This design comes from an exercise in tuning for small area on the open sky130 flow, not from production work. The RTL of this run was laid out without a check of its function. Power is estimated from default activity; no workload was simulated.

`flow/design.v`:
```
module gray_converter(
    input [23:0] rgb_in,
    output [7:0] rgb_out 
);
assign rgb_out = (rgb_in[7:0] >> 4) + (rgb_in[15:8] >> 1) + (rgb_in[23:16] >> 2);
endmodule
module line_buffer #(parameter WIDTH = 100, parameter DATA_WIDTH = 24) (
    input clk,
    input rst_n,
    input shift_en,
    input [DATA_WIDTH-1:0] data_in,
    output [DATA_WIDTH-1:0] data_out
);
logic [DATA_WIDTH-1:0] arr [WIDTH-1:0];
always_ff @(posedge clk or negedge rst_n) begin
    if(!rst_n) begin
        for(int i = 0; i < WIDTH; i = i+1) begin
            arr[i] <= {DATA_WIDTH{1'b0}};
        end
    end
    else if (shift_en) begin
        arr[0] <= data_in;
        for(int i = 1; i < WIDTH; i = i+1) begin
            arr[i] <= arr[i-1];
        end 
    end
end
assign data_out = arr[WIDTH-1];
endmodule
module row_fifo_manager #(parameter WIDTH = 100, parameter DATA_WIDTH = 8) (
    input clk,
    input rst_n,
    input shift_en,
    input [DATA_WIDTH-1:0] data_in,
    output [DATA_WIDTH-1:0] row0,
    output [DATA_WIDTH-1:0] row1,
    output [DATA_WIDTH-1:0] row2
);
logic [DATA_WIDTH-1:0] lb1_out;
logic [DATA_WIDTH-1:0] lb2_out;
line_buffer #(.WIDTH(WIDTH+1), .DATA_WIDTH(DATA_WIDTH))lb1 (.clk(clk), .rst_n(rst_n), .shift_en(shift_en),
                .data_in(data_in), .data_out(lb1_out));
line_buffer #(.WIDTH(WIDTH), .DATA_WIDTH(DATA_WIDTH)) lb2 (.clk(clk), .rst_n(rst_n), .shift_en(shift_en),
                .data_in(lb1_out), .data_out(lb2_out));
assign row2 = data_in;
assign row1 = lb1_out;
assign row0 = lb2_out;
endmodule
module pixel_matrix_3x3 #(parameter WIDTH = 100, parameter DATA_WIDTH = 24) (
    input clk,
    input rst_n,
    input shift_en,
    input [DATA_WIDTH-1:0] row0,
    input [DATA_WIDTH-1:0] row1, 
    input [DATA_WIDTH-1:0] row2,
    output logic [DATA_WIDTH-1:0] p11,
    output logic [DATA_WIDTH-1:0] p12,
    output logic [DATA_WIDTH-1:0] p13,
    output logic [DATA_WIDTH-1:0] p21,
    output logic [DATA_WIDTH-1:0] p22,
    output logic [DATA_WIDTH-1:0] p23,
    output logic [DATA_WIDTH-1:0] p31,
    output logic [DATA_WIDTH-1:0] p32,
    output logic [DATA_WIDTH-1:0] p33
);
always_ff @(posedge clk or negedge rst_n) begin
    if(!rst_n) begin
        p11 <= '0;
        p12 <= '0;
        p13 <= '0;
    end
    else if(shift_en) begin
        p11 <= row0;
        p12 <= p11;
        p13 <= p12;
    end
end
always_ff @(posedge clk or negedge rst_n) begin
    if(!rst_n) begin
        p21 <= '0;
        p22 <= '0;
        p23 <= '0;
    end
    else if(shift_en) begin
        p21 <= row1;
        p22 <= p21;
        p23 <= p22;
    end
end
always_ff @(posedge clk or negedge rst_n) begin
    if(!rst_n) begin
        p31 <= '0;
        p32 <= '0;
        p33 <= '0;
    end
    else if(shift_en) begin
        p31 <= row2;
        p32 <= p31;
        p33 <= p32;
    end
end
endmodule
module sobel_kernel #(
    parameter THRESHOLD = 350   
)(
    input  logic clk,
    input  logic rst_n,
    input  logic [7:0] p11, p12, p13,
    input  logic [7:0] p21, p22, p23,
    input  logic [7:0] p31, p32, p33,
    output logic [7:0] out_pixel  
);
    logic signed [10:0] Gx, Gy;
    logic [10:0] abs_gx, abs_gy, sum_final;
    always_ff @(posedge clk or negedge rst_n) begin
        if(!rst_n) begin
            out_pixel <= 8'h0;
            Gx <= '0; Gy <= '0;
            abs_gx <= '0; abs_gy <= '0;
            sum_final <= '0;
        end else begin
            Gx <= (p13 + (p23 << 1) + p33) - (p11 + (p21 << 1) + p31);
            Gy <= (p11 + (p12 << 1) + p13) - (p31 + (p32 << 1) + p33);
            abs_gx <= (Gx < 0) ? -Gx : Gx;
            abs_gy <= (Gy < 0) ? -Gy : Gy;
            sum_final <= abs_gx + abs_gy;
            if (sum_final > THRESHOLD)
                out_pixel <= 8'hFF; 
            else
                out_pixel <= 8'h00; 
        end
    end
endmodule
module image_processor #(parameter WIDTH = 100, parameter DATA_WIDTH = 8) (
    input clk,
    input rst_n,
    input shift_en,
    input [3*DATA_WIDTH-1:0] data_in,
    output logic [3*DATA_WIDTH-1:0] out_pixel
);
logic [DATA_WIDTH-1:0] row_sync0;
logic [DATA_WIDTH-1:0] row_sync1;
logic [DATA_WIDTH-1:0] row_sync2;
logic [DATA_WIDTH-1:0] gray_px;
logic [DATA_WIDTH-1:0] sobel_result;
logic [DATA_WIDTH-1:0] p11, p12, p13, p21, p22, p23, p31, p32, p33;
gray_converter gc(.rgb_in(data_in), .rgb_out(gray_px));
row_fifo_manager #(.WIDTH(100), .DATA_WIDTH(8)) rfm (.clk(clk), .rst_n(rst_n), .shift_en(shift_en),
                      .data_in(gray_px), .row0(row_sync0), .row1(row_sync1), .row2(row_sync2));
pixel_matrix_3x3 #(.WIDTH(100), .DATA_WIDTH(8)) pm3x3 (.clk(clk), .rst_n(rst_n), .shift_en(shift_en), 
                        .row0(row_sync0), .row1(row_sync1), .row2(row_sync2),
                        .p11(p11), .p12(p12), .p13(p13),
                        .p21(p21), .p22(p22), .p23(p23),
                        .p31(p31), .p32(p32), .p33(p33));
sobel_kernel #(.THRESHOLD(350)) kernel (
        .clk, .rst_n,
        .p11, .p12, .p13, .p21, .p22, .p23, .p31, .p32, .p33,
        .out_pixel(sobel_result)
    );
assign out_pixel = {sobel_result, sobel_result, sobel_result};
endmodule
```
`flow/run.sh`:
```
#!/bin/bash
# synth_recipe.tcl (not shown) runs the flow's synth.tcl, then flattens the netlist and writes it again
# the make line also repeats each setting of config.mk as NAME=value (left out here)
make -C /OpenROAD-flow-scripts/flow DESIGN_CONFIG=/design/flow/config.mk WORK_HOME=/design/flow/orfs CLKGATE_MAP_FILE= SYNTH_SCRIPT=/design/flow/synth_recipe.tcl finish
```
`flow/config.mk`:
```
export PLATFORM = sky130hd
export DESIGN_NAME = image_processor
export DESIGN_NICKNAME = image_processor
export VERILOG_FILES = /design/flow/design.v
export SDC_FILE = /design/flow/constraint.sdc
export NUM_CORES = 4
export LEC_CHECK = 0
export CAP_MARGIN = 20
export CORE_MARGIN = 2
export CORE_UTILIZATION = 40
export SLEW_MARGIN = 20
```
`flow/constraint.sdc`:
```
create_clock -name core_clock -period 6.0 [get_ports {clk}]
set_input_delay 1.2000 -clock core_clock [delete_from_list [all_inputs] [get_ports {clk}]]
set_output_delay 1.2000 -clock core_clock [all_outputs]
set_load 0.01 [all_outputs]
```
==> summary.md <==
| Metric | Value |
|---|---|
| Status | `finished clean` |
| Yosys top cell area share | `around 64%` |
| Clk sink count | `~1.7k` |
| Syn Nets | `approximately 4.2k` |
| Gr usage total | `10.9%` |
| # Post-CTS Setup Buffers | `0` |
| Slew @ Worst Pin | `between 0.9 and 1 ns` |
| Starting Density | `40.4%` |
| Area Overhead vs Synth | `12.7%` |
| Global-route wire length before repair | `about 160000 um` |
| HP Class | `flip-flop to flip-flop` |
| Synth area leaders | `dfrtp_1, mux2_2, ha_1, buf_2, fa_1` |
| Overflow after GRT | `0` |
| Largest net degree at the start of global routing | `~160` |
| Drt first pass iters | `4` |
| Worst Skew | `roughly 0.039 ns` |
| PwrDens | `around 370 nW/um^2` |
| Placer Congestion | `roughly 0.78` |
| Final WL | `~89000 um` |
| Max-cap violation count | `0` |
| Leakage power | `around 0.037 uW` |
| Max VDD drop | `424 uV` |
| Cell accounting for the most synthesized area | `dfrtp_1` |
| Area of the mapped netlist | `65800 um^2` |
| Final Critical Period | `4.70 ns` |
| Clock Root Buffer | `clkbuf_16` |
| Io pins | `51` |
| Post-CTS Resized | `0` |
| Worst Path Arrival | `around 5.4 ns` |
| Fillers | `roughly 14k` |
| # diodes | `0` |
| Synth Warn # | `6` |
| Avg WL per Cell | `approximately 14 um` |
| Hold-fix buffers, CTS | `0` |
| Number of global-route vias before repair | `about 32k` |
| CP max FO | `5` |
| # H-tree levels | `4` |
| Final Hold Viols | `0` |
| Vias | `a little over 30k` |
| Die X | `about 410 um` |
| Max Clk Rate | `213 MHz` |
| CP Capture Type | `flip-flop` |
| Post-synth ARST share | `100%` |
| Post-DRT Antenna Nets | `0` |
| CP Launch Type | `flip-flop` |
| Register area share after synthesis | `64.2%` |
| Final setup violation count | `0` |
| 1st-iter DRT viols | `about 1.3k` |
| Fraction of layout instances using a drive strength above 1 | `45.2%` |
| Hold_sp | `kernel.Gx[0]$_DFF_PN0_` |
| Worst Path Required | `around 6.7 ns` |
| Pins Over Slew Limit | `0` |
| Clock slew at reported path FFs | `around 0.060 ns` |
| HPWL after DPL | `between 50000 and 60000 um` |
| Core Region | `around 160000 um^2` |
| Initial antenna violation count | `0` |
| Std-Cell Rows | `148` |
| Count leader, synth | `dfrtp_1` |
| Nets | `roughly 4.3k` |
| Via-to-Cell Ratio | `approximately 4.7` |
| Bufs on Longest Clock Path | `3` |
| Final worst-path cycle share | `around four fifths` |
| Die Y | `~410 um` |
| Number of port buffers | `43` |
| Critical path origin | `pm3x3.p11[1]$_DFFE_PN0P_` |
| Placed Instances | `6110` |
| Cell count after synthesis | `roughly 4.1k` |
| CTS Buf Count | `around 170` |
| Die ar. | `about 170000 um^2` |
| Clock latency (worst-skew pair) | `just under 0.8 ns` |
| EDFF count, synth | `0` |
| Unrepaired setup endpoints after global routing | `no` |
| Post-synthesis area per instance | `16.2 um^2` |
| Setup TNS | `0 ns` |
| Worst Setup Path Type | `flip-flop to flip-flop` |
| Non-filler cells, final | `6416` |
| Number of distinct library cells after synthesis | `49` |
| CTS tree | `yes` |
| Synth top cells by count | `dfrtp_1, mux2_2, buf_2` |
| Worst slew margin | `37.9%` |
| R2R Path Start | `pm3x3.p11[1]$_DFFE_PN0P_` |
| Most used DFF post-synth | `dfrtp_1` |
| Post-route DRC violation count | `0` |
| Register bit count reported by yosys | `around 1.7k` |
==> area by class of cell <==
class	instances	area, um^2	area share [%]
sequential	1688	42200	57.0
clock buffer	264	5050	6.81
timing repair buffer	87	1080	1.46
tap	2175	2720	3.67
inverter	98	368	0.496
clock inverter	42	601	0.810
multi-input combinational	2062	22100	29.8
==> report_power, final <==
group          switching, uW  internal, uW  total, uW
clock                   4360          6130      10500
sequential               513         12400      12900
combinational           2240          2170       4400
total                   7110         20700      27800
==> worst paths after layout <==
check / to / slack, ns / depth (start not counted)
setup / recovery: kernel.Gy[10]$_DFF_PN0_ / 1.30 / 17
hold / removal: kernel.abs_gx[0]$_DFF_PN0_ / 0.41 / 0
setup reg to reg: kernel.Gy[10]$_DFF_PN0_ / 1.30 / 17
hold reg to reg: kernel.abs_gx[0]$_DFF_PN0_ / 0.41 / 0
max in group asynchronous: kernel.sum_final[1]$_DFF_PN0_ / 4.09 / 2
min in group asynchronous: rfm.lb1.arr[45][4]$_DFFE_PN0P_ / 0.45 / 1
==> worst max-delay path: stages (launching register included) <==
cell      delay, ns
dfrtp_1        0.41
ha_1           0.25
fa_1           0.46
a21o_1         0.19
a21oi_1        0.32
o21bai_1       0.11
a211oi_1       0.26
nor2_1         0.11
fa_1           0.51
inv_1          0.06
fa_1           0.53
inv_1          0.05
ha_1           0.37
and4_1         0.20
a2bb2o_1       0.29
a211oi_1       0.26
o21ba_1        0.17
xnor2_1        0.11
==> flip-flops by register name, summed over array words and instances (netlist names), 11 cells and up <==
name,cells
kernel.abs_gx,11
kernel.Gy,11
rfm.lb2.arr,776
kernel.Gx,11
rfm.lb1.arr,784
kernel.abs_gy,11
kernel.sum_final,11
==> per-layer routing <==
layer	global-route usage, %	vias to the layer above	part of all wire, %
met4	3.89	0	2.7
met1	15.6	15700	50
met3	2.34	193	3.2
met2	16.4	261	44
li1	-	14300	-
met5	0	-	0
==> layout by cell type (no fill, tap or decap), types with 6 or more instances in the layout <==
| master | n |
|---|---|
| fa_1 | 42 |
| buf_4 | 21 |
| or3_1 | 6 |
| o21ai_0 | 32 |
| o21ai_1 | 16 |
| clkbuf_1 | 54 |
| dfrtp_1 | 1688 |
| nor2b_1 | 6 |
| bufinv_16 | 7 |
| xnor2_1 | 51 |
| inv_1 | 96 |
| clkbuf_16 | 174 |
| buf_12 | 23 |
| nand2_1 | 38 |
| clkinv_2 | 17 |
| a211oi_1 | 10 |
| o21bai_1 | 8 |
| nand2b_1 | 8 |
| xor2_1 | 22 |
| nor3_1 | 9 |
| clkdlybuf4s50_1 | 41 |
| nand3_1 | 8 |
| mux2_2 | 1612 |
| ha_1 | 76 |
| a21o_1 | 13 |
| a21oi_1 | 30 |
| o21a_1 | 7 |
| clkbuf_8 | 36 |
| nor2_1 | 30 |
==> kinds of logic after synthesis <==
logic type                 after synthesis  synth area share, %
muxes                                 1616                 27.7
AOI/OAI and AO/OA                      139                 1.36
adders and majority gates              118                 2.72
xor gates and xnor gates                73                0.972
DFF                                   1688                 64.2
buffers and inverters                  306                 2.21
and+or+nand+nor                        116                0.852
==> through the flow <==
stage	power [uW]	util, %	cell area (um^2)	hold WS (ns)	worst slack [ns]
floorplan	16400	-	65800	0.376	1.77
global placement	17500	42.0	68500	0.410	1.35
detailed placement	17500	42.0	68500	0.401	1.35
CTS	28300	45.5	74100	0.417	1.32
global route	29300	45.5	74100	0.433	1.10
finish	27800	45.5	74100	0.414	1.30

==> port drivers added, routing unchanged <==
How much do the figures lean on ideal ports? The routed layout below was timed once more, with nothing changed but the port constraints. Step 1: set_driving_cell puts a clkbuf_16 on clk and a buf_2 on each other input, an assumption about the parent block. Step 2 adds t to the input delays and takes it off the output delays; t is the mean of the earliest and latest rising clock arrival at the registers after step 1. Input paths then give back, and output paths get back, about the clock's delay inside the block. Slacks: ideal ports / drivers / drivers and shift; pairs: ideal ports / drivers.
t, ns: 0.836
setup slack, ns: 1.297 / 1.297 / 1.297
worst hold slack (ns): 0.414 / 0.414 / 0.414
worst slew at a driven data input, ns: 0.08
cell pins on the clock port's net: 1
After both steps setup and hold are still met in this run. The setup slack of this run moves by 0.000 ns with the drivers and by 0.000 ns with both steps.
